Background: an optimization exercise with open tools, aiming at small area. Do not read the settings as production practice.
The RTL was checked by simulation tests, not by an equivalence proof against the original design.
The flow treats the clock pin as an ideal source, which a real chip does not have.
Power figures rest on the tool's default switching activity, not on a simulated workload.

Setup of 01-24:
==> flow/design.v (excerpt) <==
module register_file #(parameter W_width = 32) (
input wire			CLK, RST,
input wire [2:0]		srcRegA,
input wire [2:0]		destReg,
input wire [W_width-1:0]	writeData,
input wire			regWrite,
input wire [2:0]		srcRegB,
output [W_width-1:0]		outBusA,
output [W_width-1:0]		outBusB
);
Settings: LEC_CHECK=0, CAP_MARGIN=20, CORE_MARGIN=2, CORE_UTILIZATION=55, PLACE_DENSITY=0.65, SLEW_MARGIN=20; clock period 5.0 ns.
standard.sh (not shown) runs the stock make flow with config.mk's settings and CLKGATE_MAP_FILE= SYNTH_SCRIPT=/design/flow/synth_recipe.tcl, a recipe that flattens the netlist after the stock synthesis.
==> flow/flow/run.sh <==
#!/bin/bash
# Standard synthesis (for the register names and cell types), then a
# hand-mapped netlist around those registers (flow/gen_netlist.py), then the
# standard layout with port buffers of buf_1 and a hand-built clock tree
# (flow/cts_hook.tcl, flow/mytree.tcl) in place of TritonCTS's.
set -euo pipefail
R=orfs/results/sky130hd/register_file/base
bash standard.sh synth > synth.log 2>&1
cp $R/1_2_yosys.v 1_2_yosys.std.v
python3 flow/gen_netlist.py 1_2_yosys.std.v $R/1_2_yosys.v > gen_netlist.log 2>&1
rm -f $R/1_synth.odb $R/1_synth.sdc
bash standard.sh \
  "BUFFER_PORTS_ARGS=-buffer_cell sky130_fd_sc_hd__buf_1" \
  "PRE_CTS_TCL=$PWD/flow/cts_hook.tcl" \
  "CTS_ARGS=-clk_nets CLK -dont_use_dummy_load" \
  finish > finish.log 2>&1
==> flow/flow/cts_hook.tcl <==
# Runs before clock_tree_synthesis (which is then given no clock net to build):
# a hand-built two-level clock tree, clkbuf_16 root and clkbuf_4 leaves.
source [file join [file dirname [info script]] mytree.tcl]
my_clock_tree 30 sky130_fd_sc_hd__clkbuf_4 sky130_fd_sc_hd__clkbuf_16
Other scripts of this flow, unchanged in this note and not shown: flow/flow/gen_netlist.py, flow/flow/mytree.tcl
Input-level comparison between 08-19 and 01-24:
==> flow/flow/cts_hook.tcl <==
# Runs before clock_tree_synthesis (which is then given no clock net to build):
# a hand-built two-level clock tree, clkbuf_8 root and clkbuf_4 leaves.
source [file join [file dirname [info script]] mytree.tcl]
my_clock_tree 28 sky130_fd_sc_hd__clkbuf_4 sky130_fd_sc_hd__clkbuf_8
## What came out
- 01-24 has a higher cell leakage power than 08-19.
- As far as finished layout cell area is concerned, 08-19 and 01-24 perform about the same.
- On global-route usage, 01-24 tracks 08-19 almost exactly.
- Number of DRC markers after the initial detailed-route iteration (08-19 over 01-24): increase, 150

---

Starting RTL as in the previous note.
clock: 5.0 ns
lec_check: 0
cap_margin: 20
core_margin: 2
core_utilization: 65
place_density: 0.75
slew_margin: 20
synth_hierarchical: 1
synth_minimum_keep_size: 0
==> flow/flow/run.sh <==
#!/bin/bash
# Standard synthesis, then every combinational cell set to its smallest drive
# strength (the resizer upsizes where timing needs it), then the standard
# layout with port buffers of buf_1 and a clock tree of small buffers.
set -euo pipefail
R=orfs/results/sky130hd/register_file/base
LIB=$FLOW_HOME/platforms/sky130hd/lib/sky130_fd_sc_hd__tt_025C_1v80.lib
bash standard.sh synth > synth.log 2>&1
cp $R/1_2_yosys.v 1_2_yosys.std.v
python3 flow/downsize.py $LIB 1_2_yosys.std.v $R/1_2_yosys.v > downsize.log 2>&1
rm -f $R/1_synth.odb $R/1_synth.sdc
CTSBUF="sky130_fd_sc_hd__clkbuf_8"
bash standard.sh \
  "BUFFER_PORTS_ARGS=-buffer_cell sky130_fd_sc_hd__buf_1" \
  "CTS_ARGS=-sink_clustering_enable -repair_clock_nets -dont_use_dummy_load -buf_list {$CTSBUF} -sink_clustering_size 16 -sink_clustering_max_diameter 60" \
  finish > finish.log 2>&1
==> flow/flow/downsize.py <==
# Replace each combinational cell in a netlist by the smallest-area cell of its
# family (same base name and pins), leaving flip-flops untouched.
import re,sys
lib=open(sys.argv[1]).read()
src=open(sys.argv[2]).read()
area={}; pins={}; seq=set()
for p in re.split(r'\n\s*cell\s*\(',lib)[1:]:
    n=re.match(r'\s*"?([\w]+)"?',p).group(1); a=re.search(r'area\s*:\s*([\d.]+)',p)
    if not a: continue
    area[n]=float(a.group(1))
    pins[n]=tuple(sorted(re.findall(r'\n\s*pin\s*\(\s*"?(\w+)"?\s*\)',p)))
    if re.search(r'\b(ff|latch|statetable)\s*\(',p): seq.add(n)
dont=set(sys.argv[4].split()) if len(sys.argv)>4 else set()
fam={}
for n in area:
    m=re.match(r'(sky130_fd_sc_hd__\w+?)_(\d+)$',n)
    if m and n not in seq and n not in dont: fam.setdefault((m.group(1),pins[n]),[]).append(n)
best={}
for k,v in fam.items():
    b=min(v,key=lambda n:(area[n],-int(n.rsplit('_',1)[1]==('1'))))
    for n in v: best[n]=b
cnt={}
def rep(m):
    n=m.group(2)
    if n in best and best[n]!=n:
        cnt[(n,best[n])]=cnt.get((n,best[n]),0)+1
        return m.group(1)+best[n]+m.group(3)
    return m.group(0)
out=re.sub(r'^(\s*)(sky130_fd_sc_hd__\w+)(\s)',rep,src,flags=re.M)
open(sys.argv[3],'w').write(out)
for k,v in sorted(cnt.items()): print(k[0],'->',k[1],v)
Change:
- CORE_UTILIZATION: 65 -> 40
- PLACE_DENSITY: 0.75 -> not set
Effect: Design area went up by 1.9%; first-iteration DRC count falls by 24%; core utilization came out lower by 27 points; critical path depth is unchanged.

---

the baseline:
register_file, a different RTL version from the one above (not shown whole).
For scale: ~260 flip-flops, roughly 0.011 mm2 of cells after synthesis.
// register_file
module register_file #(parameter W_width = 32) (
input wire			CLK, RST,
input wire [2:0]		srcRegA,
input wire [2:0]		destReg,
input wire [W_width-1:0]	writeData,
input wire			regWrite,
input wire [2:0]		srcRegB,
output [W_width-1:0]		outBusA,
output [W_width-1:0]		outBusB
);
Settings: LEC_CHECK=0, CAP_MARGIN=20, CORE_MARGIN=2, CORE_UTILIZATION=40, SLEW_MARGIN=20; clock period 5.0 ns.
run.sh (not shown) runs the stock make flow with config.mk's settings and CLKGATE_MAP_FILE= SYNTH_SCRIPT=/design/flow/synth_recipe.tcl, a recipe that flattens the netlist after the stock synthesis.
Stock flow here: none of the scripts above is used.
The baseline | stages: all done | timing, DRC, antenna: all pass
### the baseline -> the candidate
==> flow/flow/run.sh (new file) <==
#!/bin/bash
bash standard.sh > standard.log 2>&1
==> flow/standard.sh (new file) <==
#!/bin/bash
# synth_recipe.tcl (not shown) runs the flow's synth.tcl, then flattens the netlist and writes it again
# the make line also repeats each setting of config.mk as NAME=value (left out here)
make -C /OpenROAD-flow-scripts/flow DESIGN_CONFIG=/design/flow/config.mk WORK_HOME=/design/flow/orfs CLKGATE_MAP_FILE= SYNTH_SCRIPT=/design/flow/synth_recipe.tcl "${@:-finish}"
removed: flow/run.sh
Results
- The candidate vs. the baseline: final total negative setup slack saw little to no change, final clock period utilization by the worst path shows no meaningful change.
- Looking at the candidate and the baseline, the highest cell delay on the worst timing path is a wash.
- Share of the final layout cell area in sequential cells: the candidate vs the baseline identical
- Delta (the candidate minus the baseline): register-to-register slack level; depth of the critical timing path with buffers and inverters included did not really move.

---

## P
Another version of the RTL of register_file (not shown whole).
Size: about 830 cells after synthesis, roughly 10000 um^2 of cells after synthesis.
clock: 5.0 ns
lec_check: 0
cap_margin: 20
core_margin: 2
core_utilization: 55
place_density: 0.65
slew_margin: 20
synth_hierarchical: 1
synth_minimum_keep_size: 0
standard.sh (not shown) runs the stock make flow with config.mk's settings and CLKGATE_MAP_FILE= SYNTH_SCRIPT=/design/flow/synth_recipe.tcl, a recipe that flattens the netlist after the stock synthesis.
==> flow/flow/run.sh <==
#!/bin/bash
# Standard synthesis (for the register names and cell types), then a
# hand-mapped netlist around those registers (flow/gen_netlist.py), then the
# standard layout with port buffers of buf_1 and a hand-built clock tree
# (flow/cts_hook.tcl, flow/mytree.tcl) in place of TritonCTS's.
set -euo pipefail
R=orfs/results/sky130hd/register_file/base
bash standard.sh synth > synth.log 2>&1
cp $R/1_2_yosys.v 1_2_yosys.std.v
python3 flow/gen_netlist.py 1_2_yosys.std.v $R/1_2_yosys.v > gen_netlist.log 2>&1
rm -f $R/1_synth.odb $R/1_synth.sdc
bash standard.sh \
  "BUFFER_PORTS_ARGS=-buffer_cell sky130_fd_sc_hd__buf_1" \
  "PRE_CTS_TCL=$PWD/flow/cts_hook.tcl" \
  "CTS_ARGS=-clk_nets CLK -dont_use_dummy_load" \
  finish > finish.log 2>&1
==> flow/flow/cts_hook.tcl <==
# Runs before clock_tree_synthesis (which is then given no clock net to build):
# a hand-built two-level clock tree, clkbuf_8 root and clkbuf_4 leaves.
source [file join [file dirname [info script]] mytree.tcl]
my_clock_tree 28 sky130_fd_sc_hd__clkbuf_4 sky130_fd_sc_hd__clkbuf_8
==> flow/flow/gen_netlist.py <==
# Write the register file's gate-level netlist by hand: the flip-flops exactly
# as the standard synthesis named and typed them, and hand-mapped logic around
# them (address decoders of and4_2, an a22o hold multiplexer in front of each
# data flip-flop, read multiplexers of a222oi/a22oi/nand3).
# usage: gen_netlist.py STANDARD_NETLIST OUT_NETLIST
import re, sys

std = open(sys.argv[1]).read()
W = 32
P = 'sky130_fd_sc_hd__'

flops = {}
for cell, name in re.findall(r'^\s*(sky130_fd_sc_hd__\w+)\s+(\\\S+)\s*\(', std, re.M):
    m = re.match(r'\\set\.g_reg\[(\d)\]\.r\.outreg\[(\d+)\]\$_DFF_P_$', name)
    if m:
        flops[('d', int(m.group(1)), int(m.group(2)))] = (cell, name)
        continue
    m = re.match(r'\\set\.valid_o\[(\d)\]\$_DFF_PN0_$', name)
    if m:
        flops[('v', int(m.group(1)))] = (cell, name)
        continue
    if re.search(r'(edf|df|dl|sdf)\w*_\d$', cell):
        sys.exit('unexpected register ' + name)
assert len(flops) == 8 * W + 8, len(flops)
for k, (cell, name) in flops.items():
    assert cell == (P + 'dfxtp_1' if k[0] == 'd' else P + 'dfrtp_1'), (k, cell)

o = []
o.append('module register_file (CLK, RST, srcRegA, destReg, writeData, regWrite, srcRegB, outBusA, outBusB);')
o.append('  input CLK; input RST; input [2:0] srcRegA; input [2:0] destReg; input [31:0] writeData;')
o.append('  input regWrite; input [2:0] srcRegB; output [31:0] outBusA; output [31:0] outBusB;')
wires = []
for i in range(8):
    wires += ['we%d' % i, 'nwe%d' % i, 'vld%d' % i, 'vnx%d' % i, 'selA%d' % i, 'selB%d' % i]
    wires += ['r%d_%d' % (i, b) for b in range(W)]
    wires += ['d%d_%d' % (i, b) for b in range(W)]
for p in 'ABD':
    wires += ['n%s%d' % (p, k) for k in range(3)]
for p in 'AB':
    for b in range(W):
        wires += ['g%s%d_%d' % (p, g, b) for g in range(3)]
o.append('  wire ' + ', '.join(wires) + ';')

n = [0]
def inst(cell, pins, name=None):
    if name is None:
        n[0] += 1
        name = 'u%d' % n[0]
    o.append('  %s%s %s (%s);' % ('' if cell.startswith(P) else P, cell, name,
             ', '.join('.%s(%s)' % kv for kv in pins)))

addr = {'A': 'srcRegA', 'B': 'srcRegB', 'D': 'destReg'}
for p, a in addr.items():
    for k in range(3):
        inst('inv_1', [('A', '%s[%d]' % (a, k)), ('Y', 'n%s%d' % (p, k))])

def bits(p, i):
    return ['%s[%d]' % (addr[p], k) if (i >> k) & 1 else 'n%s%d' % (p, k) for k in range(3)]

for i in range(8):
    b = bits('D', i)
    inst('and4_2', [('A', 'regWrite'), ('B', b[0]), ('C', b[1]), ('D', b[2]), ('X', 'we%d' % i)])
    inst('inv_2', [('A', 'we%d' % i), ('Y', 'nwe%d' % i)])
    for p in 'AB':
        b = bits(p, i)
        inst('and4_2', [('A', 'vld%d' % i), ('B', b[0]), ('C', b[1]), ('D', b[2]), ('X', 'sel%s%d' % (p, i))])
    inst('or2_1', [('A', 'vld%d' % i), ('B', 'we%d' % i), ('X', 'vnx%d' % i)])
    cell, name = flops[('v', i)]
    inst(cell, [('CLK', 'CLK'), ('D', 'vnx%d' % i), ('RESET_B', 'RST'), ('Q', 'vld%d' % i)], name + ' ')
    for b in range(W):
        cell, name = flops[('d', i, b)]
        inst('a22o_1', [('A1', 'we%d' % i), ('A2', 'writeData[%d]' % b), ('B1', 'nwe%d' % i), ('B2', 'r%d_%d' % (i, b)), ('X', 'd%d_%d' % (i, b))])
        inst(cell, [('CLK', 'CLK'), ('D', 'd%d_%d' % (i, b)), ('Q', 'r%d_%d' % (i, b))], name + ' ')

for p in 'AB':
    for b in range(W):
        r = lambda i: 'r%d_%d' % (i, b)
        s = lambda i: 'sel%s%d' % (p, i)
        g = lambda k: 'g%s%d_%d' % (p, k, b)
        inst('a222oi_1', [('A1', r(0)), ('A2', s(0)), ('B1', r(1)), ('B2', s(1)), ('C1', r(2)), ('C2', s(2)), ('Y', g(0))])
        inst('a222oi_1', [('A1', r(3)), ('A2', s(3)), ('B1', r(4)), ('B2', s(4)), ('C1', r(5)), ('C2', s(5)), ('Y', g(1))])
        inst('a22oi_1', [('A1', r(6)), ('A2', s(6)), ('B1', r(7)), ('B2', s(7)), ('Y', g(2))])
        inst('nand3_1', [('A', g(0)), ('B', g(1)), ('C', g(2)), ('Y', 'outBus%s[%d]' % (p, b))])
o.append('endmodule')
open(sys.argv[2], 'w').write('\n'.join(o) + '\n')
print('wrote', n[0], 'cells and', len(flops), 'registers')
Other scripts of this flow, unchanged in this note and not shown: flow/flow/mytree.tcl
P finished every step from synthesis to the final layout, and the layout passed the timing, design-rule and antenna checks.
Setup changes, P to Q
diff --git a/flow/flow/gen_netlist.py b/flow/flow/gen_netlist.py
--- a/flow/flow/gen_netlist.py
+++ b/flow/flow/gen_netlist.py
@@ -3 +3,2 @@
-# them (address decoders of and4_2, an a22o hold multiplexer in front of each
+# them (address decoders of and4_2 and, for the
+# write enables, and4_4; an a22o hold multiplexer in front of each
@@ -62 +63 @@
-    inst('and4_2', [('A', 'regWrite'), ('B', b[0]), ('C', b[1]), ('D', b[2]), ('X', 'we%d' % i)])
+    inst('and4_4', [('A', 'regWrite'), ('B', b[0]), ('C', b[1]), ('D', b[2]), ('X', 'we%d' % i)])
[summary]
P → Q: combinational group share of total power ~0 delta; peak clock frequency supported by timing fell by about 0.35%; multi-input gate share of the layout cell area moved up; cell count now smaller.
Delta (Q minus P): synthesized area held; total wire length after detailed routing shows an increase of 570 um.
The clock share of power of P and that of Q are within noise of each other.
Between P and Q, the width of the die does not differ in any meaningful way.
Changes in R relative to Q:
==> flow/flow/cts_hook.tcl <==
# Runs before clock_tree_synthesis (which is then given no clock net to build):
# a hand-built two-level clock tree, clkbuf_16 root and clkbuf_4 leaves.
source [file join [file dirname [info script]] mytree.tcl]
my_clock_tree 30 sky130_fd_sc_hd__clkbuf_4 sky130_fd_sc_hd__clkbuf_16
Results
- R was carried through to the last stage, and its layout satisfied the timing, design-rule and antenna checks.
- Compared with Q, in R clock distribution power shows an increase of 5.4%, post-detailed-routing wire length shows an increase of 0.63%, setup slack shows a reduction of 0.049 ns, via count shows an increase of 99.
- The design internal power of R is higher than that of Q.

what the ideal ports hide:
No port has a modelled driver above. Below, the same layouts with a new extraction and two added sets of constraints. Step 1 sets driving cells, clkbuf_16 on the clock port and buf_2 on the other inputs (assumed; they add their load-dependent delay and slew). Step 2 moves the port delays by t, midway between the first and last clock arrival at a register: inputs arrive t later, outputs are due t later. That takes back most of the time a late clock gives input paths. Three values: no drivers, after step 1, after step 2; two values: the first two.
run | shift t [ns] | setup slack, ns | worst setup path at the end | worst data-port slew with drivers (ns)
01-24 | 0.504 | 1.168 / 1.140 / 1.140 | input to output | 0.07
08-19 | 0.607 | 1.182 / 1.154 / 1.154 | input to output | 0.07
the first run of note 2 | 0.556 | 0.853 / 0.830 / 0.830 | input to output | 0.08
the second run of note 2 | 0.569 | 1.024 / 0.998 / 0.998 | input to output | 0.08
the baseline | 0.599 | 0.427 / 0.402 / 0.402 | input to output | 0.07
the candidate | 0.599 | 0.427 / 0.402 / 0.402 | input to output | 0.07
P | 0.627 | 1.164 / 1.140 / 1.140 | input to output | 0.05
Q | 0.633 | 1.151 / 1.129 / 1.129 | input to output | 0.06
R | 0.531 | 1.102 / 1.080 / 1.080 | input to output | 0.06
After both steps every run listed still meets setup and hold.
